What follows belongs to an exercise in optimizing a design on an open flow for small area, a short achievable clock period and few clock cycles per item; a production flow would make more cautious choices. Only simulation tests tie the RTL to the original design; equivalence was not proved. No activity file was given, so power comes from the tool's default toggle rates.

==> design/flow/design.v <==
module JAM(
	input wire CLK,
	input wire RST,
	input wire [6:0] Cost,
	output wire [2:0] W,
	output wire [2:0] J,
	output reg [3:0] MatchCount,
	output reg [9:0] MinCost,
	output reg  Valid
);
	localparam [2:0] ST_PRE = 3'd0, ST_PRE2 = 3'd1, ST_X = 3'd2,
	                 ST_X2 = 3'd7, ST_SRCH = 3'd3, ST_ENDW = 3'd4,
	                 ST_FIN = 3'd5, ST_DONE = 3'd6;
	reg [2:0] st;
	reg [6:0] cnt;          
	reg [6:0] pc;           
	reg       pv;           
	reg [6:0] Creg;
	reg [2:0] aw, aj;
	reg [2:0] won, jon;
	assign W = ~won;
	assign J = ~jon;
	reg [6:0] v [0:7];      
	reg [2:0] sid [0:7];
	reg [6:0] su  [0:7];
	reg [2:0] ss  [0:7];
	reg [3:0] sk  [0:7];
	reg [2:0] sj  [0:7];
	reg [6:0] mn, m2;
	reg [2:0] am;
	reg [2:0] d;            
	reg       fpop;         
	reg       ffirst;       
	reg [7:0] mask;         
	reg       bv, bpop, bleaf, bpd;
	reg [7:0] buv;
	reg [9:0] D;            
	reg [2:0] xd, xj, xw;
	reg [7:0] xmask;
	reg       xpop, xfirst, xfin;
	integer k;
	wire       p1v   = pv && !pc[6];
	wire       p2v   = pv && pc[6];
	wire       first = (pc[2:0] == 3'd0);
	wire [6:0] x     = p2v ? (Creg - v[pc[2:0]]) : Creg;
	wire       lt1   = x < mn;
	wire       lt2   = x < m2;
	wire       sx   = (st == ST_X);
	wire [6:0] gap  = m2 - mn;
	wire [3:0] kn   = (gap > 7'd15) ? 4'd15 : gap[3:0];
	wire [2:0] rn   = sx ? 3'd7 : (pc[5:3] - 3'd1);
	wire       tk   = sx || (p2v && first && pc[5:3] != 3'd0);
	wire       addm = sx || (p2v && first) || (p1v && first && pc != 7'd0);
	reg        iv;
	reg [3:0]  ik;
	reg [6:0]  iu;
	reg [2:0]  ia, ir;
	reg [7:0] ge;
	reg [7:0] put;    
	reg [7:0] shr;    
	always @(*) begin
		for (k = 0; k < 8; k = k + 1)
			ge[k] = (k < ir) && (sk[k] >= ik);
		for (k = 0; k < 8; k = k + 1) begin
			put[k] = !ge[k] && (k == 0 || ge[k-1]);
			shr[k] = !ge[k] && !put[k];
		end
	end
	function [2:0] low8;    
		input [7:0] a;
		low8 = a[0] ? 3'd0 : a[1] ? 3'd1 : a[2] ? 3'd2 : a[3] ? 3'd3 :
		       a[4] ? 3'd4 : a[5] ? 3'd5 : a[6] ? 3'd6 : 3'd7;
	endfunction
	function [3:0] nextcol;
		input [7:0] m;
		input [2:0] s0;
		input [2:0] c0;
		input       from0;
		reg [7:0] fr, hi, lo, a;
		begin
			fr = ~m;
			lo = fr & ~(8'hff << s0);                  
			if (from0)
				hi = fr & (8'hff << s0);               
			else if (c0 >= s0)
				hi = fr & (8'hfe << c0);               
			else begin
				hi = 8'd0;
				lo = lo & (8'hfe << c0);               
			end
			a = (|hi) ? hi : lo;
			nextcol = {|a, low8(a)};
		end
	endfunction
	wire       srch   = (st == ST_SRCH);
	wire [2:0] dp     = d + 3'd1;
	wire [2:0] dm     = d - 3'd1;
	wire [7:0] onej   = 8'd1 << aj;
	wire [7:0] mask_l = fpop ? (mask & ~onej) : mask;
	wire [3:0] nx     = nextcol(mask_l, ss[d], aj, 1'b0);
	wire [3:0] fc     = nextcol(mask | onej, ss[dp], 3'd0, 1'b1);
	wire       top    = (d == 3'd0);
	wire       fleaf  = (d == 3'd7) && !fpop;
	wire       c_fin  = !nx[3] && top;
	wire [2:0] c_d    = nx[3] ? d : dm;
	wire [2:0] c_j    = nx[3] ? nx[2:0] : sj[dm];
	wire [2:0] c_w    = nx[3] ? sid[d] : sid[dm];
	wire       c_pop  = !nx[3];
	wire [7:0] g_mask = mask | onej;
	wire [2:0] g_j    = fc[2:0];
	wire [2:0] g_w    = sid[dp];
	wire       pd     = ffirst && !fpop && !fleaf;
	wire [10:0] thr  = {1'b0, D} + {3'b000, buv};
	wire        gt   = {4'b0000, Creg} > thr;
	wire        eq   = {4'b0000, Creg} == thr;
	wire        bs   = bv && !bpop;
	wire        down = bs && !bleaf && !gt;
	wire        miss = bs && !bleaf && (down != bpd);
	wire        issue = srch && !miss;
	reg [2:0] d_n, aj_n, aw_n;
	reg [7:0] mask_n;
	reg       pop_n, first_n, fin_n;
	always @(*) begin
		d_n = d; aj_n = aj; aw_n = aw; mask_n = mask;
		pop_n = fpop; first_n = ffirst; fin_n = 1'b0;
		case (st)
			ST_PRE:
				if (cnt[6] == 1'b0 && cnt[5:0] != 6'd63) begin
					aw_n = cnt[2:0] + 3'd1;
					aj_n = cnt[5:3] + {2'b00, cnt[2:0] == 3'd7};
				end else begin
					aw_n = cnt[5:3] + {2'b00, cnt[2:0] == 3'd7};
					aj_n = cnt[2:0] + 3'd1;
				end
			ST_X2: begin
				aw_n = put[0] ? ir : sid[0];
				aj_n = put[0] ? ia : ss[0];
				first_n = 1'b1;
			end
			default:
				if ((srch || st == ST_ENDW) && miss) begin
					d_n = xd; aj_n = xj; aw_n = xw; mask_n = xmask;
					pop_n = xpop; first_n = xfirst; fin_n = xfin;
				end else if (issue) begin
					if (pd) begin
						d_n = dp; aj_n = g_j; aw_n = g_w; mask_n = g_mask;
						pop_n = 1'b0; first_n = 1'b1;
					end else begin
						d_n = c_d; aj_n = c_j; aw_n = c_w; mask_n = mask_l;
						pop_n = c_pop; first_n = 1'b0; fin_n = c_fin;
					end
				end
		endcase
	end
	always @(posedge CLK or posedge RST) begin
		if (RST) begin
			st <= ST_PRE;
			cnt <= 7'd0;
			pv <= 1'b0;
			aw <= 3'd0;
			aj <= 3'd0;
			won <= 3'b111;
			jon <= 3'b111;
			d <= 3'd0;
			mask <= 8'd0;
			fpop <= 1'b0;
			ffirst <= 1'b0;
			bv <= 1'b0;
			iv <= 1'b0;
			Valid <= 1'b0;
			D <= 10'h3ff;
			MatchCount <= 4'd0;
		end else begin
			aw <= aw_n;
			aj <= aj_n;
			won <= ~aw_n;
			jon <= ~aj_n;
			d <= d_n;
			mask <= mask_n;
			fpop <= pop_n;
			ffirst <= first_n;
			pv <= (st == ST_PRE);
			bv <= issue;
			iv <= tk;
			Valid <= (st == ST_FIN) || (st == ST_DONE);
			case (st)
				ST_PRE: begin
					cnt <= cnt + 7'd1;
					if (cnt == 7'd127) st <= ST_PRE2;
				end
				ST_PRE2: st <= ST_X;
				ST_X:    st <= ST_X2;
				ST_X2:   st <= ST_SRCH;
				ST_SRCH: if (fin_n) st <= ST_ENDW;
				ST_ENDW: st <= miss ? (fin_n ? ST_ENDW : ST_SRCH) : ST_FIN;
				ST_FIN:  st <= ST_DONE;
				default: ;
			endcase
			if (bv && bpop)
				D <= D - {2'b00, buv} + {3'b000, Creg};
			else if (down)
				D <= thr[9:0] - {3'b000, Creg};
			else if (bs && bleaf && !gt) begin
				if (eq) MatchCount <= MatchCount + 4'd1;
				else begin
					D <= {3'b000, Creg} - {2'b00, buv};
					MatchCount <= 4'd1;
				end
			end
		end
	end
	always @(posedge CLK) begin
		Creg <= Cost;
		pc <= cnt;
		if (tk) begin
			ik <= kn; iu <= mn; ia <= am; ir <= rn;
		end
		bpop <= fpop;
		bleaf <= fleaf;
		bpd <= pd;
		buv <= su[d] + v[aj];
		if (pd) begin
			xd <= c_d; xj <= c_j; xw <= c_w; xmask <= mask_l;
			xpop <= c_pop; xfirst <= 1'b0; xfin <= c_fin;
		end else begin
			xd <= dp; xj <= g_j; xw <= g_w; xmask <= g_mask;
			xpop <= 1'b0; xfirst <= 1'b1; xfin <= 1'b0;
		end
		if (issue && !fpop)
			sj[d] <= aj;
		if (p1v || p2v) begin
			if (first) begin
				mn <= x; m2 <= 7'h7f; am <= 3'd0;
			end else if (lt1) begin
				mn <= x; m2 <= mn; am <= pc[2:0];
			end else if (lt2) begin
				m2 <= x;
			end
		end
		if (p1v && pc[2:0] == 3'd7)
			v[pc[5:3]] <= lt1 ? x : mn;
		if (p1v && pc == 7'd0)
			MinCost <= 10'd0;
		else if (addm)
			MinCost <= MinCost + {3'b000, mn};
		else if (st == ST_FIN)
			MinCost <= MinCost + D;
		if (iv)
			for (k = 0; k < 8; k = k + 1) begin
				if (put[k]) begin
					sid[k] <= ir; su[k] <= iu; ss[k] <= ia; sk[k] <= ik;
				end else if (shr[k]) begin
					sid[k] <= sid[(k+7)%8]; su[k] <= su[(k+7)%8];
					ss[k] <= ss[(k+7)%8];   sk[k] <= sk[(k+7)%8];
				end
			end
	end
endmodule
==> design/flow/run.sh <==
#!/bin/bash
# synth_recipe.tcl (not shown) runs the flow's synth.tcl, then flattens the netlist and writes it again
# the make line also repeats each setting of config.mk as NAME=value (left out here)
make -C /OpenROAD-flow-scripts/flow DESIGN_CONFIG=/design/flow/config.mk WORK_HOME=/design/flow/orfs CLKGATE_MAP_FILE= SYNTH_SCRIPT=/design/flow/synth_recipe.tcl finish
==> design/flow/config.mk <==
export PLATFORM = sky130hd
export DESIGN_NAME = JAM
export DESIGN_NICKNAME = JAM
export VERILOG_FILES = /design/flow/design.v
export SDC_FILE = /design/flow/constraint.sdc
export NUM_CORES = 4
export LEC_CHECK = 0
export CAP_MARGIN = 20
export CORE_MARGIN = 2
export CORE_UTILIZATION = 40
export SLEW_MARGIN = 20
==> design/flow/constraint.sdc <==
create_clock -name core_clock -period 20.0 [get_ports {CLK}]
set_input_delay 4.0000 -clock core_clock [delete_from_list [all_inputs] [get_ports {CLK}]]
set_output_delay 4.0000 -clock core_clock [all_outputs]
set_load 0.01 [all_outputs]
==> results.txt, run 1 <==
status no timing/DRC/antenna violations; wire length per cell 20.9 µm; Post-CTS Resized 0; Worst Max-Slew Pin Slew 1.07 ns; min-delay src am[2]$_SDFFCE_PP0P_; CP required 20.17 ns; number of routed nets with antenna violations 0; Netlist cell types 85; vias in the first global route 14800; met2 usage 34.2%; post-synthesis cell area 20800 µm²; I/O Pins 30; crit-path cells mux4_2 > mux2_2 > ha_1 > inv_1 > fa_1 > mux2_2 > ha_1 > a21boi_0 > o21a_1 > o21a_1 > o21a_1 > o21a_1 > o21ai_0 > nand2b_1 > and2_0 > a21boi_0; Synth area leaders edfxtp_1 (35%), ha_1 (7.9%), mux2_2 (6.2%); Top cell by count, worst path o21a_1; Worst Path Arrival 6.34 ns; clk sinks 354; Final Skew 0.0173 ns; pin count of the biggest net entering global routing 54; GR Layer Usage met1 27.8%; register bit count reported by yosys 354; largest area contributor in the netlist edfxtp_1; drt via density 5.67; final count of hold timing violations 0; share of cells above drive strength 1 14.7%; Max Clk Rate 162 MHz; reg-to-reg setup timing slack 13.83 ns; unrepaired setup endpoints after global routing no; GP Congestion 0.855; initial antenna violation count 0; final net count 2065; # setup viols final 0; IO buf count 29; Peak VDD IR 122 µV; worst skew pair latency 0.56 ns; Synth Flop Type edfxtp_1; Worst Path Max Fanout 28; relative slew slack 28.5%; Iter 0 DRT Violations 1523; gr usage total 20.5%; Yosys top cell area share 35.4%; floorplan row count 83; CP max-delay cell dfxtp_1; P per Cell Area 84.3 nW/µm²; global-route wire length before repair 85700 µm; EDFF count, synth 246; post-CTS setup buffers 0; Synth Warn # 6; overall routed net length 54800 µm; FF-to-FF path depth 16; Syn Nets 2056; most used routing layer in global routing met2; leakage power 8.94 nW; Die Height 232 µm; sequential share of the synthesized area 47.2%; area grow syn2layout 11.2%; Die Footprint 54000 µm²; final period utilization 30.8%; Worst Setup End Kind register; total number of vias 14900; Hold Path Sink ia[2]$_DFFE_PP_; clk buf depth 3; adder-cell share of the synthesized area 9.21%; GRT met3 Usage 3.29%; main combinational cell family by area after synthesis compound AO/OA/AOI/OAI gates; hold depth 0; DRC violations left 0; CTS root buf clkbuf_16; startpoint types register; core area 51400 µm²; first-pass iteration count of the detailed router 9; final setup TNS 0 ns; Syn Area/Cell 11.0 µm²; Initial Util 40.6%; minimum clock period 6.17 ns; CTS Hold Buffers Added 0; PnR Total Power 1.95 mW; Reg clk slew, reported paths 0.06 ns; H-tree depth 2; Synth Area in Simple Gates 10.9%; Die X-Extent 232 µm; worst r2r dst m2[0]$_SDFFCE_PP1P_; Reg-to-Reg Start pc[1]$_DFF_P_; post-synthesis mux area share 11.6%; CTS tree yes; compound-gate portion of the synthesized area 14.5%; Final Util 45.1%; Post-synth ARST share 15.0%; # Max-Cap Violations 0; HP Class register to register; WS Path Type register to register; dpl hpwl 38700 µm; post-synthesis xor/xnor area fraction 2.60%; CTS buffer count 41; max incr delay on CP 0.84 ns; Syn Inst Count 1902; GRT overflow 0; ant diodes 0; Slew Limit Fails 0
## Yosys cell counts (8+ instances only)
| cell | instances |
|---|---|
| a211oi_1 | 17 |
| a21o_1 | 40 |
| a21oi_1 | 111 |
| a221oi_1 | 30 |
| a222oi_1 | 14 |
| a22o_1 | 9 |
| a22oi_1 | 19 |
| a31oi_1 | 15 |
| and2_1 | 12 |
| and3_1 | 9 |
| buf_1 | 13 |
| buf_2 | 12 |
| clkbuf_1 | 61 |
| dfrtp_1 | 37 |
| dfstp_2 | 16 |
| dfxtp_1 | 55 |
| edfxtp_1 | 246 |
| fa_1 | 14 |
| ha_1 | 131 |
| inv_1 | 121 |
| mux2_2 | 114 |
| mux2i_1 | 36 |
| mux4_2 | 34 |
| nand2_1 | 168 |
| nand2b_1 | 29 |
| nand3_1 | 31 |
| nand4_1 | 8 |
| nor2_1 | 146 |
| nor2b_1 | 25 |
| nor3_1 | 24 |
| o21a_1 | 16 |
| o21ai_0 | 92 |
| o221ai_1 | 9 |
| or2_2 | 11 |
| or3_1 | 9 |
| xnor2_1 | 48 |
| xor2_1 | 14 |
## worst max-delay path: cells and delay by family, from the launching register on
| kind | cells | cell delay [ns] |
|---|---|---|
| mux | 3 | 1.00 |
| flops | 1 | 0.84 |
| compound gates | 7 | 1.80 |
| simple gates | 2 | 1.15 |
| buf+inv | 1 | 0.09 |
| fa+ha+maj | 3 | 0.88 |
## through the flow
| stage | std cells | hold slack (ns) | cell area, µm² | setup WS, ns |
|---|---|---|---|---|
| 2_1_floorplan | 1902 | 0.345 | 20800 | 14.47 |
| 3_3_place_gp | 2548 | 0.411 | 21800 | 14.00 |
| 3_5_place_dp | 2548 | 0.405 | 21800 | 13.87 |
| 4_1_cts | 2624 | 0.420 | 23200 | 13.83 |
| 5_1_grt | 2624 | 0.437 | 23200 | 13.41 |
| 6_report | 2624 | 0.427 | 23200 | 13.83 |
## worst max-delay path by stage
stage / to / from / slack, ns / cells past startpoint
global route: m2[0]$_SDFFCE_PP1P_ / pc[1]$_DFF_P_ / 13.41 / 15
detailed placement: m2[0]$_SDFFCE_PP1P_ / pc[1]$_DFF_P_ / 13.87 / 16
global placement: m2[0]$_SDFFCE_PP1P_ / pc[1]$_DFF_P_ / 14.00 / 16
CTS: m2[4]$_SDFFCE_PP1P_ / pc[1]$_DFF_P_ / 13.83 / 16
floorplan: m2[0]$_SDFFCE_PP1P_ / pc[0]$_DFF_P_ / 14.47 / 19
finish: m2[0]$_SDFFCE_PP1P_ / pc[1]$_DFF_P_ / 13.83 / 16
## state kept, by name, summed over array words and instances, names as in the netlist, 7 cells and up
register,count
su,56
v,56
sk,28
sid,24
sj,24
ss,24
D,10
MinCost,10
buv,8
mask,8
xmask,8
Creg,7
cnt,7
iu,7
m2,7
mn,7
pc,7
## cells in the final DEF, fill, tap and decap left out, types with 11 or more instances in the layout
cell type and n:
a211oi_1 17, a21o_1 40, a21oi_1 110, a221oi_1 30, a222oi_1 14, a22oi_1 19, a31oi_1 15, and2_1 12
buf_4 27, clkbuf_16 43, clkdlybuf4s50_1 29, dfrtp_1 37, dfstp_2 16, dfxtp_1 55, edfxtp_1 246, fa_1 14
ha_1 131, inv_1 120, mux2_2 114, mux2i_1 36, mux4_2 34, nand2_1 168, nand2b_1 29, nand3_1 31
nor2_1 146, nor2b_1 22, nor3_1 24, o21a_1 16, o21ai_0 89, or2_2 11, xnor2_1 48, xor2_1 14
## kinds of logic after synthesis
family,Yosys count
compound gates,448
xor+xnor,62
fa+ha+maj,145
buf+inv,215
flops,354
mux,184
simple gates,494
## cell type report
cell class | instances | area, µm²
tap | 680 | 851
clock buffer | 53 | 1120
inverter | 125 | 469
timing repair buffer | 56 | 493
fill | 4761 | 28200
sequential | 354 | 9830
clock inverter | 23 | 204
multi-input combinational | 1333 | 10200
## metal layers
metal | wire length (µm) | vias up
li1 | - | 7054
met1 | 24400 | 7316
met2 | 26300 | 432
met3 | 3100 | 70
met4 | 1080 | 0
met5 | 0 | -
## power by group
group	internal (mW)	switching (mW)	total, mW
clock	0.437	0.311	0.748
sequential	0.842	0.0405	0.882
combinational	0.147	0.177	0.323
total	1.43	0.528	1.95
Testbench counts, summed over its fixed seeds: cycles 6,048, items 24.
==> run 2, diff against run 1 <==
--- a/design/flow/design.v
+++ b/design/flow/design.v
@@ -17,4 +17,5 @@
 	reg       pv;           
 	reg [6:0] Creg;
+	reg [6:0] vq;           
 	reg [2:0] aw, aj;
 	reg [2:0] won, jon;
@@ -29,5 +30,5 @@
 	reg [6:0] mn, m2;
 	reg [2:0] am;
-	reg [2:0] d;            
+	reg [7:0] d;            
 	reg       fpop;         
 	reg       ffirst;       
@@ -36,5 +37,6 @@
 	reg [7:0] buv;
 	reg [9:0] D;            
-	reg [2:0] xd, xj, xw;
+	reg [7:0] xd;
+	reg [2:0] xj, xw;
 	reg [7:0] xmask;
 	reg       xpop, xfirst, xfin;
@@ -43,5 +45,5 @@
 	wire       p2v   = pv && pc[6];
 	wire       first = (pc[2:0] == 3'd0);
-	wire [6:0] x     = p2v ? (Creg - v[pc[2:0]]) : Creg;
+	wire [6:0] x     = Creg - vq;
 	wire       lt1   = x < mn;
 	wire       lt2   = x < m2;
@@ -94,20 +96,35 @@
 	endfunction
 	wire       srch   = (st == ST_SRCH);
-	wire [2:0] dp     = d + 3'd1;
-	wire [2:0] dm     = d - 3'd1;
+	wire [7:0] dp     = {d[6:0], 1'b0};        
+	wire [7:0] dm     = {1'b0, d[7:1]};        
+	reg [2:0] ss_d, ss_p, sid_d, sid_p, sid_m, sj_m;
+	reg [6:0] su_d;
+	always @(*) begin
+		ss_d = 3'd0; ss_p = 3'd0; sid_d = 3'd0; sid_p = 3'd0; sid_m = 3'd0;
+		sj_m = 3'd0; su_d = 7'd0;
+		for (k = 0; k < 8; k = k + 1) begin
+			ss_d  = ss_d  | (ss[k]  & {3{d[k]}});
+			ss_p  = ss_p  | (ss[k]  & {3{dp[k]}});
+			sid_d = sid_d | (sid[k] & {3{d[k]}});
+			sid_p = sid_p | (sid[k] & {3{dp[k]}});
+			sid_m = sid_m | (sid[k] & {3{dm[k]}});
+			sj_m  = sj_m  | (sj[k]  & {3{dm[k]}});
+			su_d  = su_d  | (su[k]  & {7{d[k]}});
+		end
+	end
 	wire [7:0] onej   = 8'd1 << aj;
 	wire [7:0] mask_l = fpop ? (mask & ~onej) : mask;
-	wire [3:0] nx     = nextcol(mask_l, ss[d], aj, 1'b0);
-	wire [3:0] fc     = nextcol(mask | onej, ss[dp], 3'd0, 1'b1);
-	wire       top    = (d == 3'd0);
-	wire       fleaf  = (d == 3'd7) && !fpop;
+	wire [3:0] nx     = nextcol(mask_l, ss_d, aj, 1'b0);
+	wire [3:0] fc     = nextcol(mask | onej, ss_p, 3'd0, 1'b1);
+	wire       top    = d[0];
+	wire       fleaf  = d[7] && !fpop;
 	wire       c_fin  = !nx[3] && top;
-	wire [2:0] c_d    = nx[3] ? d : dm;
-	wire [2:0] c_j    = nx[3] ? nx[2:0] : sj[dm];
-	wire [2:0] c_w    = nx[3] ? sid[d] : sid[dm];
+	wire [7:0] c_d    = nx[3] ? d : dm;
+	wire [2:0] c_j    = nx[3] ? nx[2:0] : sj_m;
+	wire [2:0] c_w    = nx[3] ? sid_d : sid_m;
 	wire       c_pop  = !nx[3];
 	wire [7:0] g_mask = mask | onej;
 	wire [2:0] g_j    = fc[2:0];
-	wire [2:0] g_w    = sid[dp];
+	wire [2:0] g_w    = sid_p;
 	wire       pd     = ffirst && !fpop && !fleaf;
 	wire [10:0] thr  = {1'b0, D} + {3'b000, buv};
@@ -118,5 +135,6 @@
 	wire        miss = bs && !bleaf && (down != bpd);
 	wire        issue = srch && !miss;
-	reg [2:0] d_n, aj_n, aw_n;
+	reg [7:0] d_n;
+	reg [2:0] aj_n, aw_n;
 	reg [7:0] mask_n;
 	reg       pop_n, first_n, fin_n;
@@ -162,5 +180,5 @@
 			won <= 3'b111;
 			jon <= 3'b111;
-			d <= 3'd0;
+			d <= 8'd1;
 			mask <= 8'd0;
 			fpop <= 1'b0;
@@ -213,4 +231,5 @@
 		Creg <= Cost;
 		pc <= cnt;
+		vq <= cnt[6] ? v[cnt[2:0]] : 7'd0;
 		if (tk) begin
 			ik <= kn; iu <= mn; ia <= am; ir <= rn;
@@ -219,5 +238,5 @@
 		bleaf <= fleaf;
 		bpd <= pd;
-		buv <= su[d] + v[aj];
+		buv <= su_d + v[aj];
 		if (pd) begin
 			xd <= c_d; xj <= c_j; xw <= c_w; xmask <= mask_l;
@@ -227,6 +246,7 @@
 			xpop <= 1'b0; xfirst <= 1'b1; xfin <= 1'b0;
 		end
-		if (issue && !fpop)
-			sj[d] <= aj;
+		for (k = 0; k < 8; k = k + 1)
+			if (issue && !fpop && d[k])
+				sj[k] <= aj;
 		if (p1v || p2v) begin
 			if (first) begin
--- a/design/flow/config.mk
+++ b/design/flow/config.mk
@@ -6,4 +6,5 @@
 export NUM_CORES = 4
 export LEC_CHECK = 0
+export ABC_AREA = 1
 export CAP_MARGIN = 20
 export CORE_MARGIN = 2
==> results.txt, run 2 <==
CTS buffer count 42 (+2.4%); final count of hold timing violations 0 (unchanged); Reg clk slew, reported paths 0.06 ns (about the same); Peak VDD IR 88.1 µV (-28%); area grow syn2layout 11.4%; startpoint types register; share of cells above drive strength 1 7.11% (-7.5 points); post-synthesis cell area 20800 µm² (-0.14%); final period utilization 28.1% (-2.7 points); delay-heaviest family, CP flip-flops; leakage power 10.0 nW (+12%); placed cell count 3048 (+20%); Switching Share 27.2% (+0.16 points); IO buf count 29 (unchanged); final setup TNS 0 ns (unchanged); Syn Nets 2545 (+24%); # fillers 4929 (+3.5%); Worst Path Arrival 1.62 ns (-4.72 ns); total number of vias 17000 (+14%); Max Clk Rate 178 MHz (+9.7%); Synth Flop Type edfxtp_1; number of routed nets with antenna violations 0 (unchanged); final net count 2558 (+24%); relative slew slack 31.7% (+3.2 points); commonest non-fill, non-tap cell in the layout nand2_1; post-CTS setup buffers 0 (unchanged); Yosys top cell area share 35.0% (-0.38 points); clk sinks 368 (+4.0%); ant diodes 0 (unchanged); register bit count reported by yosys 368 (+4.0%); global-route wire length before repair 91500 µm (+6.8%); Internal 1.48 mW (+4.0%); Die X-Extent 232 µm (about the same); Worst Setup End Kind primary output; Syn Area/Cell 8.68 µm² (-21%); Synth top cells by count nand2_1 (584), o21ai_0 (269), inv_1 (264), edfxtp_1 (243), nor2_1 (176); CTS root buf clkbuf_16; gr usage total 21.7% (+1.2 points); GP Congestion 0.902 (+5.5%); clk buf depth 3 (unchanged); PnR Total Power 2.04 mW (+4.2%); CTS Hold Buffers Added 0 (unchanged); Syn Inst Count 2399 (+26%); Flop pwr share 44.8% (-0.4 points); Slew Limit Fails 0 (unchanged); worst skew pair latency 0.57 ns (about the same); dpl hpwl 41700 µm (+7.6%); P per Cell Area 87.8 nW/µm² (+4.1%); Clock power frac 39.0% (+0.7 points); CP required 16.00 ns (-4.17 ns); max incr delay on CP 0.55 ns (-0.29 ns); Netlist cell types 60 (-29%); I/O Pins 30 (unchanged); CP max-delay cell dfstp_2; WS Path Type register to primary output; largest area contributor in the netlist edfxtp_1; switching power 0.554 mW (+4.8%); vias in the first global route 16300 (+10%); most frequent cells in the layout nand2_1 (578), o21ai_0 (268), inv_1 (263); pin count of the biggest net entering global routing 59 (+9.3%); initial antenna violation count 0 (unchanged); Iter 0 DRT Violations 1644 (+7.9%); Worst Path Max Fanout 1 (-96%); sequential share of the synthesized area 48.6% (+1.4 points); EDFF count, synth 243 (-1.2%); core area 51400 µm² (unchanged); overall routed net length 58400 µm (+6.4%); Post-CTS Resized 0 (unchanged); GRT overflow 0 (unchanged); floorplan row count 83 (unchanged); final std cells w/o fill 3126 (+19%); HP Class register to register; # setup viols final 0 (unchanged); Die Footprint 53900 µm² (-0.13%); Synth area leaders edfxtp_1 (35%), nand2_1 (11%), ha_1 (7.4%); Synth Warn # 7 (+1); drt via density 5.43 (-4.1%); status no timing/DRC/antenna violations; post-route cell area 23200 µm² (about the same); wire length per cell 18.7 µm (-11%); minimum clock period 5.62 ns (-0.548 ns); Initial Util 40.5% (-0.056 points); crit-path cells inv_1 > clkdlybuf4s50_1; Comb power frac 16.2% (-0.3 points); Worst Max-Slew Pin Slew 1.02 ns (-0.0499 ns); Placed Area 21800 µm² (-0.38%); Die Height 232 µm (about the same); crit path buf inv count 2 (+1); first-pass iteration count of the detailed router 6 (-3); most numerous cell in the Yosys netlist nand2_1; DRC violations left 0 (unchanged); H-tree depth 2 (unchanged); CTS tree yes; Final Skew 0.0239 ns (+0.00654 ns); Post-synth ARST share 15.8% (+0.79 points); unrepaired setup endpoints after global routing no; # Max-Cap Violations 0 (unchanged)
[run 2: cell types whose count changed in the layout (fill, tap and decap cells not counted), sizes merged, moves of 44 or more]
cell / before / now
nor2: 146 / 190
nand2: 168 / 593
inv: 125 / 278
nand3: 32 / 84
mux2: 114 / 0
o21ai: 96 / 292
[run 2: layer usage]
| layer | GRT usage (%) | vias to the layer above | part of all wire, % |
|---|---|---|---|
| met4 | 6.39 | 0 | 2.5 |
| met5 | 0 | - | 0 |
| met3 | 3.12 | 92 | 6.3 |
| li1 | - | 8179 | - |
| met1 | 30.1 | 8164 | 45 |
| met2 | 35.3 | 547 | 46 |
[run 2: power groups by stage]
stage / Combinational (mW) / Sequential [mW] / Clock, mW
4_1_cts: 0.334 / 0.913 / 0.803
2_1_floorplan: 0.229 / 0.916 / 0
3_3_place_gp: 0.317 / 0.928 / 0
6_report: 0.331 / 0.912 / 0.793
5_1_grt: 0.376 / 0.916 / 0.837
3_5_place_dp: 0.333 / 0.928 / 0
[run 2: final cells by class]
type / count / area, µm² / share of cell area [%]
clock buffers: 61 / 1250 / 5.37
flip-flops and latches: 368 / 10100 / 43.6
clock inverters: 17 / 170 / 0.734
repair buffers: 55 / 485 / 2.09
inverters: 282 / 1060 / 4.56
multi-input cells: 1663 / 9270 / 40.0
well taps: 680 / 851 / 3.67
[run 2: stage by stage]
step | hold slack, ns | setup WS [ns] | utilization [%]
2_1_floorplan | 0.342 | 14.60 | -
5_1_grt | 0.455 | 14.33 | 45.1
3_3_place_gp | 0.412 | 14.77 | 42.3
6_report | 0.433 | 14.38 | 45.1
4_1_cts | 0.434 | 14.36 | 45.1
3_5_place_dp | 0.419 | 14.76 | 42.3
[run 2: worst paths after layout]
kind	start	endpoint	slack, ns	cells after the start
worst min-delay path	cnt[2]$_DFFE_PP0P_	pc[2]$_DFF_P_	0.43	0
max in group asynchronous	RST	cnt[3]$_DFFE_PP0P_	15.42	3
worst min register to register	cnt[2]$_DFFE_PP0P_	pc[2]$_DFF_P_	0.43	0
min in group asynchronous	RST	Valid$_DFF_PP0_	4.01	3
worst max-delay path	jon[2]$_DFF_PP1_	J[2]	14.38	2
worst max register to register	D[0]$_DFFE_PP1P_	jon[1]$_DFF_PP1_	14.95	26
[run 2: cell families (layout without fill, tap and decap cells)]
group / count (synthesis) / count (layout) / share of synthesized area, %
AND/OR/NAND/NOR: 926 / 926 / 18.5
XOR/XNOR: 46 / 46 / 1.94
buffers and inverters: 368 / 415 / 7.00
adder cells (fa/ha/maj): 137 / 137 / 8.74
AO/OA/AOI/OAI: 554 / 554 / 15.3
flip-flops: 368 / 368 / 48.6
[run 2: worst register-to-register path, stage by stage, from the launching register on]
cell and delay [ns]:
dfstp_2 0.57, ha_1 0.25, fa_1 0.23, nand3_1 0.09, nand2_1 0.13, a21oi_1 0.08
o21ai_0 0.23, xor2_1 0.24, inv_1 0.07, ha_1 0.38, nand2_1 0.13, inv_1 0.10
nand3_1 0.08, o211ai_1 0.10, nand2_1 0.07, nor2_1 0.22, nand2_1 0.14, nand2_1 0.09
nand3_1 0.13, inv_2 0.11, o21ai_2 0.05, buf_4 0.23, nand2_2 0.53, o21ai_0 0.18
inv_1 0.09, nand2_1 0.07, a21oi_1 0.32
Testbench counts of run 2, summed over its fixed seeds: cycles 6,048, items 24.
==> run 3, diff against run 2 <==
--- a/design/flow/config.mk
+++ b/design/flow/config.mk
@@ -6,5 +6,4 @@
 export NUM_CORES = 4
 export LEC_CHECK = 0
-export ABC_AREA = 1
 export CAP_MARGIN = 20
 export CORE_MARGIN = 2
==> results.txt, run 3 <==
FF-to-FF path depth 16 (-38%); vias in the first global route 15100 (-7.2%); Internal 1.51 mW (+2.0%); final net count 2062 (-19%); Worst Path Arrival 1.59 ns (-0.03 ns); Synth area leaders edfxtp_1 (35%), ha_1 (7.3%), dfxtp_1 (6.3%); register bit count reported by yosys 368 (unchanged); compound-gate portion of the synthesized area 15.6% (+0.34 points); # fillers 4783 (-3.0%); Placed Area 22100 µm² (+1.7%); CP required 16.00 ns (about the same); share of cells above drive strength 1 15.0% (+7.9 points); unrepaired setup endpoints after global routing no; pin count of the biggest net entering global routing 59 (unchanged); Final Hold Slack 0.423 ns (-0.00998 ns); adder-cell share of the synthesized area 8.65% (-0.086 points); Synth top cells by count edfxtp_1 (243), nand2_1 (153), ha_1 (123), inv_1 (121), mux2_2 (110); Reg-to-Reg Start D[0]$_DFFE_PP1P_; worst r2r dst st[2]$_DFFE_PP0P_; commonest non-fill, non-tap cell in the layout edfxtp_1; CTS buffer count 45 (+7.1%); overall routed net length 56500 µm (-3.1%); Flop pwr share 43.7% (-1.1 points); global-route wire length before repair 88000 µm (-3.9%); I/O Pins 30 (unchanged); DRC violations left 0 (unchanged); Slew Limit Fails 0 (unchanged); leakage power 9.04 nW (-9.8%); Worst Setup End Kind primary output; first-pass iteration count of the detailed router 9 (+3); CTS tree yes; Reg clk slew, reported paths 0.06 ns (about the same); total number of vias 15400 (-9.3%); Netlist cell types 90 (+50%); GRT overflow 0 (unchanged); core area 52400 µm² (+2.0%); wire length per cell 21.4 µm (+15%); Switching Share 26.7% (-0.49 points); HP Class register to register; most numerous cell in the Yosys netlist edfxtp_1; sequential share of the synthesized area 47.8% (-0.74 points); post-CTS setup buffers 0 (unchanged); final setup TNS 0 ns (unchanged); area of the multi-input gates 10200 µm² (+9.9%); reg-to-reg setup timing slack 14.59 ns (-0.36 ns); CP startpoint won[0]$_DFF_PP1_; final std cells w/o fill 2641 (-16%); relative slew slack 24.9% (-6.8 points); register area 10100 µm² (unchanged); Die X-Extent 234 µm (+0.76%); main combinational cell family by area after synthesis compound AO/OA/AOI/OAI gates; Worst Path Max Fanout 1 (unchanged); minimum clock period 5.59 ns (-0.0330 ns); Syn Nets 2054 (-19%); Comb power frac 17.2% (+1.0 points); status no timing/DRC/antenna violations; placed cell count 2557 (-16%); Post-CTS Resized 0 (unchanged); final count of hold timing violations 0 (unchanged); largest area contributor in the netlist edfxtp_1; Die Height 234 µm (+0.76%); WS Path Type register to primary output; clk sinks 368 (unchanged); Initial Util 40.3% (-0.19 points); floorplan row count 84 (+1.2%); startpoint types register; # Max-Cap Violations 0 (unchanged); most frequent cells in the layout edfxtp_1 (243), nand2_1 (153), ha_1 (123); area grow syn2layout 11.6%; Yosys top cell area share 34.5% (-0.53 points); H-tree depth 2 (unchanged); Synth Area in Simple Gates 11.2% (-7.3 points); ant diodes 0 (unchanged); Synth Flop Type edfxtp_1; clk buf depth 3 (unchanged); P per Cell Area 87.5 nW/µm² (-0.35%); post-synthesis cell area 21100 µm² (+1.5%); Setup crit end W[0]; initial antenna violation count 0 (unchanged); Synth Warn # 7 (unchanged); worst skew pair latency 0.58 ns (about the same); switching power 0.551 mW (-0.50%); gr usage total 20.8% (-0.89 points); dpl hpwl 38900 µm (-6.7%); Max Clk Rate 179 MHz (+0.59%); Syn Area/Cell 11.1 µm² (+28%); Iter 0 DRT Violations 1481 (-9.9%); # setup viols final 0 (unchanged); post-synthesis xor/xnor area fraction 2.11% (+0.18 points); EDFF count, synth 243 (unchanged); Die Footprint 54700 µm² (+1.5%); number of routed nets with antenna violations 0 (unchanged); Clock power frac 39.1% (about the same); GP Congestion 0.883 (-2.1%); Final Skew 0.0274 ns (+0.00359 ns); Peak VDD IR 60.1 µV (-32%); Syn Inst Count 1908 (-20%); final period utilization 27.9% (-0.16 points); PnR Total Power 2.06 mW (+1.3%); Post-synth ARST share 15.8% (unchanged); post-route cell area 23600 µm² (+1.7%); drt via density 5.83 (+7.4%); CTS root buf clkbuf_16; post-synthesis mux area share 10.5% (+10 points); Worst Max-Slew Pin Slew 1.13 ns (+0.103 ns); IO buf count 29 (unchanged); CTS Hold Buffers Added 0 (unchanged)
==> run 3: changes by cell type in the layout (fill, tap and decap cells not counted), sizes merged, moves of 51 or more <==
cell and change:
nand2 -440, o21ai -206, inv -155, mux2 +111, nor2 -84, a22oi +73, nand3 -51
==> run 3: kinds of logic (layout without fill, tap and decap cells) <==
| kind of cell | Yosys count | after routing |
|---|---|---|
| buffers and inverters | 221 | 266 |
| flip-flops | 368 | 368 |
| XOR/XNOR | 51 | 51 |
| AO/OA/AOI/OAI | 479 | 479 |
| multiplexers | 172 | 172 |
| adder cells (fa/ha/maj) | 138 | 138 |
| AND/OR/NAND/NOR | 479 | 479 |
==> run 3: routing by layer <==
| layer | part of all wire, % | vias to the layer above | global-route usage [%] |
|---|---|---|---|
| met2 | 49 | 572 | 35.9 |
| met3 | 5.9 | 91 | 2.64 |
| met1 | 43 | 7580 | 27.4 |
| met5 | 0 | - | 0 |
| met4 | 2.5 | 0 | 6.35 |
| li1 | - | 7160 | - |
==> run 3: worst min-delay path by stage <==
| stage | slack, ns | from | end | depth (start not counted) |
|---|---|---|---|---|
| after floorplan | 0.35 | cnt[6]$_DFFE_PP0P_ | pc[6]$_DFF_P_ | 0 |
| after global placement | 0.40 | am[0]$_SDFFCE_PP0P_ | ia[0]$_DFFE_PP_ | 0 |
| after detailed placement | 0.41 | xmask[4]$_DFF_P_ | mask[4]$_DFFE_PP0P_ | 2 |
| after CTS | 0.42 | xmask[4]$_DFF_P_ | mask[4]$_DFFE_PP0P_ | 2 |
| after global routing | 0.42 | xmask[4]$_DFF_P_ | mask[4]$_DFFE_PP0P_ | 2 |
| final | 0.42 | am[1]$_SDFFCE_PP0P_ | ia[1]$_DFFE_PP_ | 0 |
==> run 3: layout make-up <==
type / instances / area share, %
clock buffer: 60 / 5.10
multi-input combinational: 1319 / 43.2
timing repair buffer: 58 / 2.15
tap: 688 / 3.65
sequential: 368 / 42.9
clock inverter: 24 / 1.04
inverter: 124 / 1.97
==> run 3: power by group through the flow <==
| stage | Clock [mW] | Combinational (mW) | Sequential (mW) |
|---|---|---|---|
| after floorplan | 0 | 0.255 | 0.913 |
| after global placement | 0 | 0.347 | 0.916 |
| after detailed placement | 0 | 0.358 | 0.918 |
| after CTS | 0.823 | 0.360 | 0.902 |
| after global routing | 0.852 | 0.404 | 0.908 |
| final | 0.807 | 0.355 | 0.902 |
==> run 3: critical path, cell delays in order (launching register included) <==
cell	delay (ns)
dfstp_2	0.51
inv_1	0.03
clkdlybuf4s50_1	0.47
==> run 3: per-stage QoR <==
stage | setup slack, ns | utilization, %
global placement | 14.76 | 42.2
floorplan | 14.60 | -
detailed placement | 14.69 | 42.2
CTS | 14.38 | 45.0
finish | 14.41 | 45.0
global route | 14.18 | 45.0
==> run 4, diff against run 3 <==
--- a/design/flow/config.mk
+++ b/design/flow/config.mk
@@ -6,6 +6,7 @@
 export NUM_CORES = 4
 export LEC_CHECK = 0
+export ABC_AREA = 1
 export CAP_MARGIN = 20
 export CORE_MARGIN = 2
-export CORE_UTILIZATION = 40
+export CORE_UTILIZATION = 65
 export SLEW_MARGIN = 20
==> results.txt, run 4 <==
WS Path Type register to primary output; IO buf count 29 (unchanged); area grow syn2layout 8.78%; Netlist cell types 60 (-33%); Synth top cells by count nand2_1 (584), o21ai_0 (269), inv_1 (264), edfxtp_1 (243), nor2_1 (176); Syn Area/Cell 8.68 µm² (-22%); number of routed nets with antenna violations 0 (unchanged); Hold Path Sink ia[0]$_DFFE_PP_; largest area contributor in the netlist edfxtp_1; # setup viols final 0 (unchanged); Post-synth ARST share 15.8% (unchanged); H-tree depth 2 (unchanged); I/O Pins 30 (unchanged); final net count 2553 (+24%); floorplan row count 65 (-23%); Slew Limit Fails 0 (unchanged); Peak VDD IR 132 µV (+120%); unrepaired setup endpoints after global routing no; overall routed net length 56900 µm (+0.54%); commonest non-fill, non-tap cell in the layout nand2_1; Worst Setup End Kind primary output; sequential share of the synthesized area 48.6% (+0.74 points); Worst Path Max Fanout 1 (unchanged); placed cell count 2767 (+8.2%); wire length per cell 20.0 µm (-6.5%); pin count of the biggest net entering global routing 59 (unchanged); total number of vias 17400 (+13%); Reg clk slew, reported paths 0.06 ns (about the same); Switching Share 27.8% (+1.1 points); Synth Flop Type edfxtp_1; CTS root buf clkbuf_16; status no timing/DRC/antenna violations; FF-to-FF path depth 25 (+9); # Max-Cap Violations 0 (unchanged); reg-to-reg setup timing slack 15.01 ns (+0.42 ns); Final WS setup 14.43 ns (+0.0204 ns); post-place setup slack 14.85 ns (+0.168 ns); Synth area leaders edfxtp_1 (35%), nand2_1 (11%), ha_1 (7.4%); Die Footprint 33500 µm² (-39%); most used routing layer in global routing met2; core area 31600 µm² (-40%); worst r2r dst aj[1]$_DFF_PP0_; met2 usage 57.6% (+22 points); clk buf depth 3 (unchanged); Iter 0 DRT Violations 1883 (+27%); GRT met3 Usage 4.71% (+2.1 points); gr usage total 34.8% (+14 points); P per Cell Area 86.2 nW/µm² (-1.5%); startpoint types register; hold depth 0 (unchanged); minimum clock period 5.57 ns (-0.0204 ns); Internal 1.41 mW (-6.8%); Clock power frac 36.2% (-2.9 points); HP Class register to register; clk sinks 368 (unchanged); Die Height 183 µm (-22%); Initial Util 66.0% (+26 points); Max Clk Rate 180 MHz (+0.37%); most frequent cells in the layout nand2_1 (579), o21ai_0 (268), inv_1 (263); min-delay src am[0]$_SDFFCE_PP0P_; final setup TNS 0 ns (unchanged); final count of hold timing violations 0 (unchanged); post-CTS setup buffers 0 (unchanged); Flop pwr share 46.5% (+2.8 points); Die X-Extent 183 µm (-22%); Yosys top cell area share 35.0% (+0.53 points); first-pass iteration count of the detailed router 5 (-4); CTS tree yes; share of cells above drive strength 1 6.64% (-8.4 points); global-route wire length before repair 91100 µm (+3.6%); dpl hpwl 39800 µm (+2.4%); Post-CTS Resized 0 (unchanged); Comb power frac 17.4% (+0.2 points); Worst Path Arrival 1.57 ns (-0.02 ns); CP required 16.00 ns (about the same); Syn Nets 2545 (+24%); Reg-to-Reg Start D[0]$_DFFE_PP1P_; GRT overflow 0 (unchanged); Worst Max-Slew Pin Slew 1.11 ns (-0.0205 ns); final period utilization 27.8% (-0.10 points); CTS Hold Buffers Added 0 (unchanged); leakage power 9.93 nW (+9.8%); initial antenna violation count 0 (unchanged); DRC violations left 0 (unchanged); register bit count reported by yosys 368 (unchanged); Synth Warn # 7 (unchanged); GR Layer Usage met1 46.8% (+19 points); EDFF count, synth 243 (unchanged); worst skew pair latency 0.54 ns (-0.04 ns); post-synthesis cell area 20800 µm² (-1.5%); Syn Inst Count 2399 (+26%); vias in the first global route 16900 (+12%); CTS buffer count 39 (-13%); GP Congestion 0.962 (+9.0%); final std cells w/o fill 2840 (+7.5%); ant diodes 0 (unchanged); switching power 0.542 mW (-1.6%); drt via density 6.14 (+5.3%); most numerous cell in the Yosys netlist nand2_1; relative slew slack 26.3% (+1.4 points); Final Skew 0.0170 ns (-0.0105 ns)
## run 4: cells by family after synthesis
family / count (synthesis) / synth area share, %
xor gates and xnor gates: 46 / 1.94
DFF: 368 / 48.6
and+or+nand+nor: 926 / 18.5
adders and majority gates: 137 / 8.74
AOI/OAI and AO/OA: 554 / 15.3
buffers and inverters: 368 / 7.00
## run 4: per-layer routing
| metal | routed length [µm] | up-vias |
|---|---|---|
| met1 | 23200 | 8287 |
| met3 | 4610 | 156 |
| met2 | 26800 | 827 |
| met4 | 2290 | 0 |
| li1 | - | 8170 |
| met5 | 0 | - |
## run 4: worst max path at each step
stage	cells after the start	slack, ns	end	start
floorplan	1	14.60	MatchCount[0]$_DFFE_PP0P_	RST
global placement	3	14.87	pv$_DFF_PP0_	RST
detailed placement	3	14.85	pv$_DFF_PP0_	RST
CTS	2	14.42	J[0]	jon[0]$_DFF_PP1_
global route	2	14.39	W[0]	won[0]$_DFF_PP1_
finish	2	14.43	W[0]	won[0]$_DFF_PP1_
## run 4: final cells by class
cell class,count,area [µm²]
repair buffers,53,478
clock buffers,53,1100
well taps,402,503
inverters,282,1060
multi-input cells,1663,9270
flip-flops and latches,368,10100
clock inverters,19,131
fillers,2467,8910
## run 4: power groups by stage
stage	registers (mW)	clock network, mW	logic, mW
floorplan	0.916	0	0.229
global placement	0.919	0	0.314
detailed placement	0.921	0	0.331
CTS	0.906	0.708	0.335
global route	0.912	0.739	0.384
finish	0.907	0.706	0.340
## run 4: critical path: stages, from the launching register on
cell	delay (ns)
dfstp_2	0.52
inv_1	0.04
clkdlybuf4s50_1	0.47
## run 4: per-stage QoR
| step | hold WS [ns] | util, % | power (mW) | area [µm²] |
|---|---|---|---|---|
| finish | 0.418 | 71.8 | 1.95 | 22600 |
| global route | 0.435 | 71.8 | 2.03 | 22600 |
| CTS | 0.422 | 71.7 | 1.95 | 22600 |
| detailed placement | 0.407 | 67.8 | 1.25 | 21400 |
| global placement | 0.402 | 67.8 | 1.23 | 21400 |
| floorplan | 0.342 | - | 1.15 | 20800 |
==> run 5, diff against run 4 <==
--- a/design/flow/design.v
+++ b/design/flow/design.v
@@ -26,5 +26,5 @@
 	reg [6:0] su  [0:7];
 	reg [2:0] ss  [0:7];
-	reg [3:0] sk  [0:7];
+	reg       skh [0:7];    
 	reg [2:0] sj  [0:7];
 	reg [6:0] mn, m2;
@@ -63,5 +63,5 @@
 	always @(*) begin
 		for (k = 0; k < 8; k = k + 1)
-			ge[k] = (k < ir) && (sk[k] >= ik);
+			ge[k] = (k < ir) && ({skh[k], sj[k]} >= ik);
 		for (k = 0; k < 8; k = k + 1) begin
 			put[k] = !ge[k] && (k == 0 || ge[k-1]);
@@ -269,8 +269,10 @@
 			for (k = 0; k < 8; k = k + 1) begin
 				if (put[k]) begin
-					sid[k] <= ir; su[k] <= iu; ss[k] <= ia; sk[k] <= ik;
+					sid[k] <= ir; su[k] <= iu; ss[k] <= ia;
+					{skh[k], sj[k]} <= ik;
 				end else if (shr[k]) begin
 					sid[k] <= sid[(k+7)%8]; su[k] <= su[(k+7)%8];
-					ss[k] <= ss[(k+7)%8];   sk[k] <= sk[(k+7)%8];
+					ss[k] <= ss[(k+7)%8];
+					skh[k] <= skh[(k+7)%8]; sj[k] <= sj[(k+7)%8];
 				end
 			end
--- a/design/flow/config.mk
+++ b/design/flow/config.mk
@@ -9,4 +9,4 @@
 export CAP_MARGIN = 20
 export CORE_MARGIN = 2
-export CORE_UTILIZATION = 65
+export CORE_UTILIZATION = 75
 export SLEW_MARGIN = 20
==> results.txt, run 5 <==
status no timing/DRC/antenna violations; Post-synth ARST share 16.7% (+0.95 points); area grow syn2layout 8.49%; startpoint types register; clk sinks 347 (-5.7%); final period utilization 27.8% (-0.038 points); global-route wire length before repair 92900 µm (+2.0%); HP Class register to register; Initial Util 76.1% (+10 points); placed cell count 2780 (+0.47%); clk buf depth 3 (unchanged); CTS buffer count 38 (-2.6%); final setup TNS 0 ns (unchanged); initial antenna violation count 0 (unchanged); CTS tree yes; Syn Area/Cell 8.26 µm² (-4.8%); post-CTS setup buffers 0 (unchanged); CTS root buf clkbuf_16; number of routed nets with antenna violations 0 (unchanged); minimum clock period 5.56 ns (-0.00760 ns); Clock power frac 36.8% (+0.6 points); Comb power frac 17.9% (+0.5 points); Flop pwr share 45.3% (-1.2 points); Yosys top cell area share 29.5% (-5.5 points); Die X-Extent 169 µm (-7.6%); worst skew pair latency 0.53 ns (about the same); commonest non-fill, non-tap cell in the layout nand2_1; WS Path Type register to primary output; wire length per cell 20.9 µm (+4.6%); gr usage total 41.7% (+6.9 points); share of cells above drive strength 1 6.22% (-0.43 points); unrepaired setup endpoints after global routing no; final net count 2625 (+2.8%); overall routed net length 59700 µm (+4.9%); ant diodes 0 (unchanged); Peak VDD IR 144 µV (+9.2%); DRC violations left 0 (unchanged); CP required 16.00 ns (about the same); Reg clk slew, reported paths 0.07 ns (about the same); drt via density 6.53 (+6.3%); Slew Limit Fails 0 (unchanged); EDFF count, synth 201 (-17%); GRT overflow 0 (unchanged); Max Clk Rate 180 MHz (+0.14%); pin count of the biggest net entering global routing 50 (-15%); register bit count reported by yosys 347 (-5.7%); # Max-Cap Violations 0 (unchanged); final count of hold timing violations 0 (unchanged); post-synthesis cell area 20400 µm² (-1.8%); Worst Setup End Kind primary output; I/O Pins 30 (unchanged); Worst Max-Slew Pin Slew 1.13 ns (+0.0257 ns); total number of vias 18600 (+6.6%); final std cells w/o fill 2850 (+0.35%); most numerous cell in the Yosys netlist nand2_1; Switching Share 28.3% (+0.57 points); Final Util 82.5% (+11 points); sequential share of the synthesized area 45.4% (-3.2 points); Worst Path Arrival 1.56 ns (about the same); core area 26900 µm² (-15%); Syn Inst Count 2474 (+3.1%); dpl hpwl 40900 µm (+2.8%); Final Skew 0.0146 ns (-0.00232 ns); Syn Nets 2620 (+2.9%); Internal 1.36 mW (-3.2%); Worst Path Max Fanout 1 (unchanged); GP Congestion 0.981 (+1.9%); H-tree depth 2 (unchanged); Final Hold Slack 0.419 ns (+0.00161 ns); Die Footprint 28600 µm² (-15%); Synth Warn # 7 (unchanged); CTS Hold Buffers Added 0 (unchanged); Synth area leaders edfxtp_1 (30%), nand2_1 (11%), dfxtp_1 (8.6%); # fillers 1733 (-30%); IO buf count 29 (unchanged); Synth top cells by count nand2_1 (594), inv_1 (301), o21ai_0 (261), edfxtp_1 (201), nor2_1 (167); Iter 0 DRT Violations 2696 (+43%); Die Height 169 µm (-7.6%); Synth Flop Type edfxtp_1; largest area contributor in the netlist edfxtp_1; PnR Total Power 1.90 mW (-2.5%); floorplan row count 60 (-7.7%); vias in the first global route 17900 (+5.7%); Post-CTS Resized 0 (unchanged); relative slew slack 24.4% (-1.9 points); most frequent cells in the layout nand2_1 (594), inv_1 (300), o21ai_0 (260); switching power 0.540 mW (-0.45%); Netlist cell types 61 (+1.7%); leakage power 9.92 nW (-0.13%); # setup viols final 0 (unchanged); first-pass iteration count of the detailed router 8 (+3); P per Cell Area 85.9 nW/µm² (-0.39%)
[run 5: changes by cell type after synthesis, sizes merged, moves of 5 or more]
cell    delta
a22o       -7
a21oi     +30
a221oi     -5
nand2     +16
o22ai     +17
o211ai     +6
inv       +41
nand3      +7
nor2      -11
dfxtp     +21
edfxtp    -42
[run 5: stage by stage]
stage,instance area (µm²),setup slack (ns)
after floorplan,20400,14.60
after global placement,20900,14.85
after detailed placement,20900,14.80
after CTS,22200,14.43
after global routing,22200,14.20
final,22200,14.44
[run 5: logic make-up after synthesis]
kind of cell | synth area share, %
simple gates | 19.2
fa+ha+maj | 8.90
mux | 0.0979
flops | 45.4
buf+inv | 7.80
compound gates | 16.8
xor+xnor | 1.89
[run 5: power by group through the flow]
stage	clock, mW	combinational [mW]	sequential (mW)
floorplan	0	0.241	0.862
global placement	0	0.314	0.873
detailed placement	0	0.333	0.876
CTS	0.696	0.336	0.862
global route	0.721	0.386	0.866
finish	0.700	0.341	0.863
[run 5: path summary, 6_finish.rpt]
kind,cells past startpoint,to,slack (ns),start
max in group asynchronous,3,aj[2]$_DFF_PP0_,15.39,RST
worst max-delay path,2,W[1],14.44,won[1]$_DFF_PP1_
worst max register to register,24,aj[1]$_DFF_PP0_,14.62,D[0]$_DFFE_PP1P_
min in group asynchronous,2,mask[5]$_DFFE_PP0P_,3.70,RST
worst min-delay path,0,ia[1]$_DFFE_PP_,0.42,am[1]$_SDFFCE_PP0P_
worst min register to register,0,ia[1]$_DFFE_PP_,0.42,am[1]$_SDFFCE_PP0P_
[run 5: routing by layer]
layer / vias to the layer above / track usage, % / part of all wire, %
li1: 8390 / - / -
met1: 8606 / 50.8 / 35
met2: 1321 / 69.2 / 47
met3: 281 / 8.60 / 11
met4: 0 / 24.5 / 6.2
met5: - / 0 / 0
[run 5: cell type report]
cell class	count	area, µm²	area share [%]
Sequential cell	347	9270	41.8
Inverter	322	1210	5.45
Clock buffer	52	1020	4.62
Tap cell	341	427	1.92
Multi-Input combinational cell	1718	9580	43.2
Timing Repair Buffer	52	463	2.09
Clock inverter	18	203	0.914
[run 5: worst max-delay path, stage by stage, from the launching register on]
cell and delay [ns]:
dfstp_2 0.52, inv_1 0.04, clkdlybuf4s50_1 0.47
Testbench counts of run 5, summed over its fixed seeds: cycles 6,048, items 24.
==> run 6, diff against run 5 <==
--- a/design/flow/config.mk
+++ b/design/flow/config.mk
@@ -9,4 +9,4 @@
 export CAP_MARGIN = 20
 export CORE_MARGIN = 2
-export CORE_UTILIZATION = 75
+export CORE_UTILIZATION = 40
 export SLEW_MARGIN = 20
==> results.txt, run 6 <==
Synth Flop Type edfxtp_1; global-route wire length before repair 94300 µm (+1.4%); P per Cell Area 82.9 nW/µm² (-3.4%); GRT overflow 0 (unchanged); Worst Path Max Fanout 1 (unchanged); DRC violations left 0 (unchanged); Iter 0 DRT Violations 1763 (-35%); Initial Util 40.7% (-35 points); Yosys top cell area share 29.5% (unchanged); first-pass iteration count of the detailed router 6 (-2); Netlist cell types 61 (unchanged); dpl hpwl 42200 µm (+3.2%); max incr delay on CP 0.52 ns (about the same); post-CTS setup buffers 0 (unchanged); delay-heaviest family, CP flip-flops; clk buf depth 3 (unchanged); final net count 2628 (+0.11%); Slew Limit Fails 0 (unchanged); GP Congestion 0.924 (-5.8%); final period utilization 27.8% (about the same); Die Footprint 52900 µm² (+85%); Post-synth ARST share 16.7% (unchanged); Worst Max-Slew Pin Slew 1.13 ns (+0.00344 ns); Synth area leaders edfxtp_1 (30%), nand2_1 (11%), dfxtp_1 (8.6%); unrepaired setup endpoints after global routing no; # setup viols final 0 (unchanged); CP required 16.00 ns (about the same); most frequent cells in the layout nand2_1 (592), inv_1 (300), o21ai_0 (260); register bit count reported by yosys 347 (unchanged); minimum clock period 5.56 ns (+0.00150 ns); HP Class register to register; post-synthesis cell area 20400 µm² (unchanged); Final Util 44.9% (-38 points); Die X-Extent 230 µm (+36%); area of the multi-input gates 9580 µm² (about the same); CTS Hold Buffers Added 0 (unchanged); gr usage total 22.6% (-19 points); Peak VDD IR 86.7 µV (-40%); crit path buf inv count 2 (unchanged); CTS root buf clkbuf_16; leakage power 9.91 nW (about the same); CP max-delay cell dfstp_2; Synth Warn # 7 (unchanged); largest area contributor in the netlist edfxtp_1; I/O Pins 30 (unchanged); commonest non-fill, non-tap cell in the layout nand2_1; clk sinks 347 (unchanged); worst skew pair latency 0.54 ns (about the same); Synth top cells by count nand2_1 (594), inv_1 (301), o21ai_0 (261), edfxtp_1 (201), nor2_1 (167); Worst Path Arrival 1.56 ns (about the same); final setup TNS 0 ns (unchanged); final count of hold timing violations 0 (unchanged); Final Skew 0.0175 ns (+0.00286 ns); wire length per cell 18.8 µm (-10%); # fillers 4960 (+190%); H-tree depth 2 (unchanged); ant diodes 0 (unchanged); CTS buffer count 38 (unchanged); # Max-Cap Violations 0 (unchanged); register area 9270 µm² (unchanged); vias in the first global route 16800 (-5.9%); crit-path cells inv_1 > clkdlybuf4s50_1; IO buf count 29 (unchanged); Max Clk Rate 180 MHz (about the same); area grow syn2layout 10.4%; most numerous cell in the Yosys netlist nand2_1; Worst Setup End Kind primary output; Syn Inst Count 2474 (unchanged); share of cells above drive strength 1 6.33% (+0.12 points); startpoint types register; overall routed net length 59800 µm (+0.16%); CTS tree yes; Post-CTS Resized 0 (unchanged); EDFF count, synth 201 (unchanged); Die Height 230 µm (+36%); Syn Nets 2620 (unchanged); status no timing/DRC/antenna violations; Reg clk slew, reported paths 0.06 ns (about the same); relative slew slack 23.6% (-0.85 points); Syn Area/Cell 8.26 µm² (unchanged); floorplan row count 82 (+37%); core area 50300 µm² (+87%); sequential share of the synthesized area 45.4% (unchanged); WS Path Type register to primary output; number of routed nets with antenna violations 0 (unchanged); drt via density 5.47 (-16%); initial antenna violation count 0 (unchanged); pin count of the biggest net entering global routing 59 (+18%); total number of vias 17400 (-6.4%)
-- run 6: cell counts after synthesis --
Identical to the previous run, type by type.
-- run 6: path summary, 6_finish.rpt --
kind	start	endpoint	slack, ns	cells after the start
worst max-delay path	jon[0]$_DFF_PP1_	J[0]	14.44	2
worst min-delay path	am[2]$_SDFFCE_PP0P_	ia[2]$_DFFE_PP_	0.43	0
worst max register to register	D[0]$_DFFE_PP1P_	aw[0]$_DFF_PP0_	15.16	27
worst min register to register	am[2]$_SDFFCE_PP0P_	ia[2]$_DFFE_PP_	0.43	0
max in group asynchronous	RST	pv$_DFF_PP0_	15.46	3
min in group asynchronous	RST	mask[6]$_DFFE_PP0P_	4.00	3
-- run 6: layer usage --
layer	share of wire [%]	global-route usage [%]	up-vias
met5	0	0	-
met4	2.1	6.09	0
met3	7.6	3.11	94
met2	45	35.8	666
met1	45	32.2	8264
li1	-	-	8382
-- run 6: through the flow --
| step | power [mW] | instance area (µm²) | setup slack, ns | instances | hold slack [ns] |
|---|---|---|---|---|---|
| finish | 1.87 | 22600 | 14.44 | 3182 | 0.427 |
| global route | 1.97 | 22600 | 14.40 | 3182 | 0.438 |
| CTS | 1.88 | 22600 | 14.41 | 3182 | 0.431 |
| detailed placement | 1.21 | 21400 | 14.85 | 3114 | 0.417 |
| global placement | 1.20 | 21400 | 14.81 | 3113 | 0.400 |
| floorplan | 1.10 | 20400 | 14.60 | 2474 | 0.369 |
-- run 6: cell families after synthesis --
logic type	Yosys count	synth area share, %
AO/OA/AOI/OAI	600	16.8
XOR/XNOR	44	1.89
adder cells (fa/ha/maj)	137	8.90
buffers and inverters	409	7.80
flip-flops	347	45.4
multiplexers	2	0.0979
AND/OR/NAND/NOR	935	19.2
-- run 6: power by group --
group          internal (mW)  switching [mW]
Sequential             0.824          0.0368
Clock                  0.389           0.292
Combinational          0.136           0.195
-- run 6: layout make-up --
class | instances | area share (%)
well taps | 672 | 3.73
flip-flops and latches | 347 | 41.1
clock inverters | 19 | 0.521
repair buffers | 55 | 2.15
multi-input cells | 1718 | 42.5
clock buffers | 49 | 4.72
inverters | 322 | 5.36
==> run 7, diff against run 6 <==
--- a/design/flow/design.v
+++ b/design/flow/design.v
@@ -51,5 +51,4 @@
 	wire [6:0] gap  = m2 - mn;
 	wire [3:0] kn   = (gap > 7'd15) ? 4'd15 : gap[3:0];
-	wire [2:0] rn   = sx ? 3'd7 : (pc[5:3] - 3'd1);
 	wire       tk   = sx || (p2v && first && pc[5:3] != 3'd0);
 	wire       addm = sx || (p2v && first) || (p1v && first && pc != 7'd0);
@@ -57,5 +56,6 @@
 	reg [3:0]  ik;
 	reg [6:0]  iu;
-	reg [2:0]  ia, ir;
+	reg [2:0]  ia;
+	wire [2:0] ir = pc[5:3] - 3'd1;    
 	reg [7:0] ge;
 	reg [7:0] put;    
@@ -233,5 +233,5 @@
 		vq <= cnt[6] ? v[cnt[2:0]] : 7'd0;
 		if (tk) begin
-			ik <= kn; iu <= mn; ia <= am; ir <= rn;
+			ik <= kn; iu <= mn; ia <= am;
 		end
 		bpop <= fpop;
--- a/design/flow/config.mk
+++ b/design/flow/config.mk
@@ -9,4 +9,4 @@
 export CAP_MARGIN = 20
 export CORE_MARGIN = 2
-export CORE_UTILIZATION = 40
+export CORE_UTILIZATION = 65
 export SLEW_MARGIN = 20
==> results.txt, run 7 <==
most used routing layer in global routing met2; gr usage total 35.4% (+13 points); Final Skew 0.0208 ns (+0.00333 ns); vias in the first global route 17100 (+1.7%); EDFF count, synth 198 (-1.5%); most frequent cells in the layout nand2_1 (590), inv_1 (272), o21ai_0 (254); unrepaired setup endpoints after global routing no; WS Path Type register to primary output; CTS tree yes; P per Cell Area 85.8 nW/µm² (+3.5%); overall routed net length 57900 µm (-3.1%); Die Height 180 µm (-22%); total number of vias 17600 (+0.92%); CTS Hold Buffers Added 0 (unchanged); IO buf count 29 (unchanged); initial antenna violation count 0 (unchanged); register area 9180 µm² (-0.97%); DRC violations left 0 (unchanged); commonest non-fill, non-tap cell in the layout nand2_1; HP Class register to register; Worst Path Arrival 1.54 ns (-0.02 ns); GR Layer Usage met1 45.6% (+13 points); Worst Path Max Fanout 1 (unchanged); Slew Limit Fails 0 (unchanged); Initial Util 66.0% (+25 points); Synth Flop Type edfxtp_1; GP Congestion 0.972 (+5.2%); final period utilization 27.7% (-0.093 points); Die Footprint 32600 µm² (-38%); register bit count reported by yosys 344 (-0.86%); Syn Nets 2589 (-1.2%); Synth Warn # 7 (unchanged); Post-CTS Resized 0 (unchanged); I/O Pins 30 (unchanged); most numerous cell in the Yosys netlist nand2_1; GRT overflow 0 (unchanged); Worst Max-Slew Pin Slew 1.25 ns (+0.117 ns); Reg clk slew, reported paths 0.06 ns (about the same); final count of hold timing violations 0 (unchanged); # Max-Cap Violations 0 (unchanged); clk buf depth 3 (unchanged); Syn Inst Count 2443 (-1.3%); Post-synth ARST share 16.9% (+0.15 points); global-route wire length before repair 91300 µm (-3.1%); placed cell count 2797 (-10%); CTS root buf clkbuf_16; clk sinks 344 (-0.86%); relative slew slack 16.4% (-7.2 points); # setup viols final 0 (unchanged); Iter 0 DRT Violations 1859 (+5.4%); number of routed nets with antenna violations 0 (unchanged); share of cells above drive strength 1 6.27% (-0.062 points); Die X-Extent 180 µm (-22%); Max Clk Rate 180 MHz (+0.33%); Netlist cell types 58 (-4.9%); largest area contributor in the netlist edfxtp_1; pin count of the biggest net entering global routing 41 (-31%); wire length per cell 20.2 µm (+7.6%); Worst Setup End Kind primary output; Synth top cells by count nand2_1 (590), inv_1 (273), o21ai_0 (255), edfxtp_1 (198), nor2_1 (162); CTS buffer count 38 (unchanged); post-CTS setup buffers 0 (unchanged); drt via density 6.13 (+12%); Yosys top cell area share 29.4% (-0.16 points); minimum clock period 5.54 ns (-0.0185 ns); leakage power 9.80 nW (-1.2%); Syn Area/Cell 8.29 µm² (+0.31%); core area 30700 µm² (-39%); area grow syn2layout 8.85%; sequential share of the synthesized area 45.3% (about the same); floorplan row count 64 (-22%); Synth area leaders edfxtp_1 (29%), nand2_1 (11%), dfxtp_1 (8.7%); ant diodes 0 (unchanged); Peak VDD IR 101 µV (+16%); first-pass iteration count of the detailed router 7 (+1); final std cells w/o fill 2867 (-9.9%); H-tree depth 2 (unchanged); PnR Total Power 1.89 mW (+1.1%); # fillers 2381 (-52%); final setup TNS 0 ns (unchanged); met2 usage 59.5% (+24 points); CP required 16.00 ns (about the same); worst skew pair latency 0.53 ns (about the same); post-synthesis cell area 20200 µm² (-0.94%); dpl hpwl 40900 µm (-3.2%); final net count 2589 (-1.5%); GRT met3 Usage 4.59% (+1.5 points); area of the multi-input gates 9540 µm² (-0.43%); status no timing/DRC/antenna violations; startpoint types register
[run 7: cell types whose count changed in the layout (fill, tap and decap cells not counted), moves of 5 or more]
cell	delta
inv_1	-28
xnor2_1	+6
nor2_1	-5
nand3_1	-10
o22ai_1	+7
o21ai_1	+12
o21ai_0	-6
nand2_2	-8
buf_4	-5
[run 7: worst paths after layout]
check	from	endpoint	slack (ns)	depth (start not counted)
worst max-delay path	won[2]$_DFF_PP1_	W[2]	14.46	2
worst min-delay path	am[2]$_SDFFCE_PP0P_	ia[2]$_DFFE_PP_	0.41	0
worst max register to register	D[0]$_DFFE_PP1P_	won[0]$_DFF_PP1_	14.83	24
worst min register to register	am[2]$_SDFFCE_PP0P_	ia[2]$_DFFE_PP_	0.41	0
max in group asynchronous	RST	D[3]$_DFFE_PP1P_	15.20	3
min in group asynchronous	RST	MatchCount[0]$_DFFE_PP0P_	3.89	2
[run 7: cell type report]
cell class / count / share of cell area [%]
Multi-Input combinational cell: 1708 / 43.3
Sequential cell: 344 / 41.7
Inverter: 300 / 5.11
Clock buffer: 51 / 4.72
Tap cell: 396 / 2.25
Timing Repair Buffer: 51 / 2.10
Clock inverter: 17 / 0.880
[run 7: kinds of logic after synthesis]
group | synth area share [%]
DFF | 45.3
AOI/OAI and AO/OA | 17.5
xor gates and xnor gates | 2.21
buffers and inverters | 7.57
and+or+nand+nor | 18.4
adders and majority gates | 8.98
[run 7: layer usage]
metal | part of all wire (%) | wire length (µm)
met4 | 5.1 | 2970
met3 | 8.5 | 4910
met1 | 40 | 22900
met2 | 47 | 27100
met5 | 0 | 0
[run 7: power breakdown]
part           total (mW)  switching, mW  internal, mW
clock network       0.702          0.284         0.418
registers           0.855         0.0374         0.817
logic               0.335          0.198         0.137
total                1.89          0.520          1.37
[run 7: critical path, stage by stage, from the launching register on]
cell,delay [ns]
dfstp_2,0.51
inv_1,0.03
clkdlybuf4s50_1,0.47
[run 7: through the flow]
stage	hold slack, ns	worst slack (ns)	instance area [µm²]	util (%)
after global placement	0.402	14.62	20800	67.8
after detailed placement	0.406	14.61	20800	67.8
after floorplan	0.392	14.60	20200	-
after global routing	0.422	14.27	22000	71.9
final	0.411	14.46	22000	71.9
after CTS	0.407	14.44	22000	71.8
Testbench counts of run 7, summed over its fixed seeds: cycles 6,048, items 24.

-- re-timing with driven ports --
The results above use ideal ports. As a check the final layouts listed here were re-extracted and re-timed, cells and wires unchanged.
Step 1, drivers: a clkbuf_16 drives CLK and a buf_2 each remaining input, both assumed.
Step 2 adds t to the input delays and takes it off the output delays; t is the mean of the earliest and latest rising clock arrival at the registers after step 1. Input paths then give back, and output paths get back, about the clock's delay inside the block.
Slacks: ideal / step 1 / step 2; pairs: ideal / step 1.
run	t (ns)	slack for setup (ns)	worst register clock-pin slew, ns	worst data-port slew with drivers (ns)	cell pins on the clock port's net
run 1	0.605	13.832 / 13.832 / 13.832	0.06 / 0.06	0.03	1
run 2	0.619	14.380 / 14.324 / 14.839	0.07 / 0.07	0.04	1
run 3	0.627	14.413 / 14.352 / 14.590	0.07 / 0.07	0.03	1
run 4	0.589	14.433 / 14.378 / 14.901	0.07 / 0.07	0.04	1
run 5	0.580	14.441 / 14.389 / 14.624	0.07 / 0.07	0.03	1
run 6	0.591	14.439 / 14.381 / 14.897	0.06 / 0.06	0.04	1
run 7	0.575	14.458 / 14.403 / 14.658	0.07 / 0.07	0.04	1
After both steps every run listed still meets setup and hold. Setup slack includes reset recovery checks.
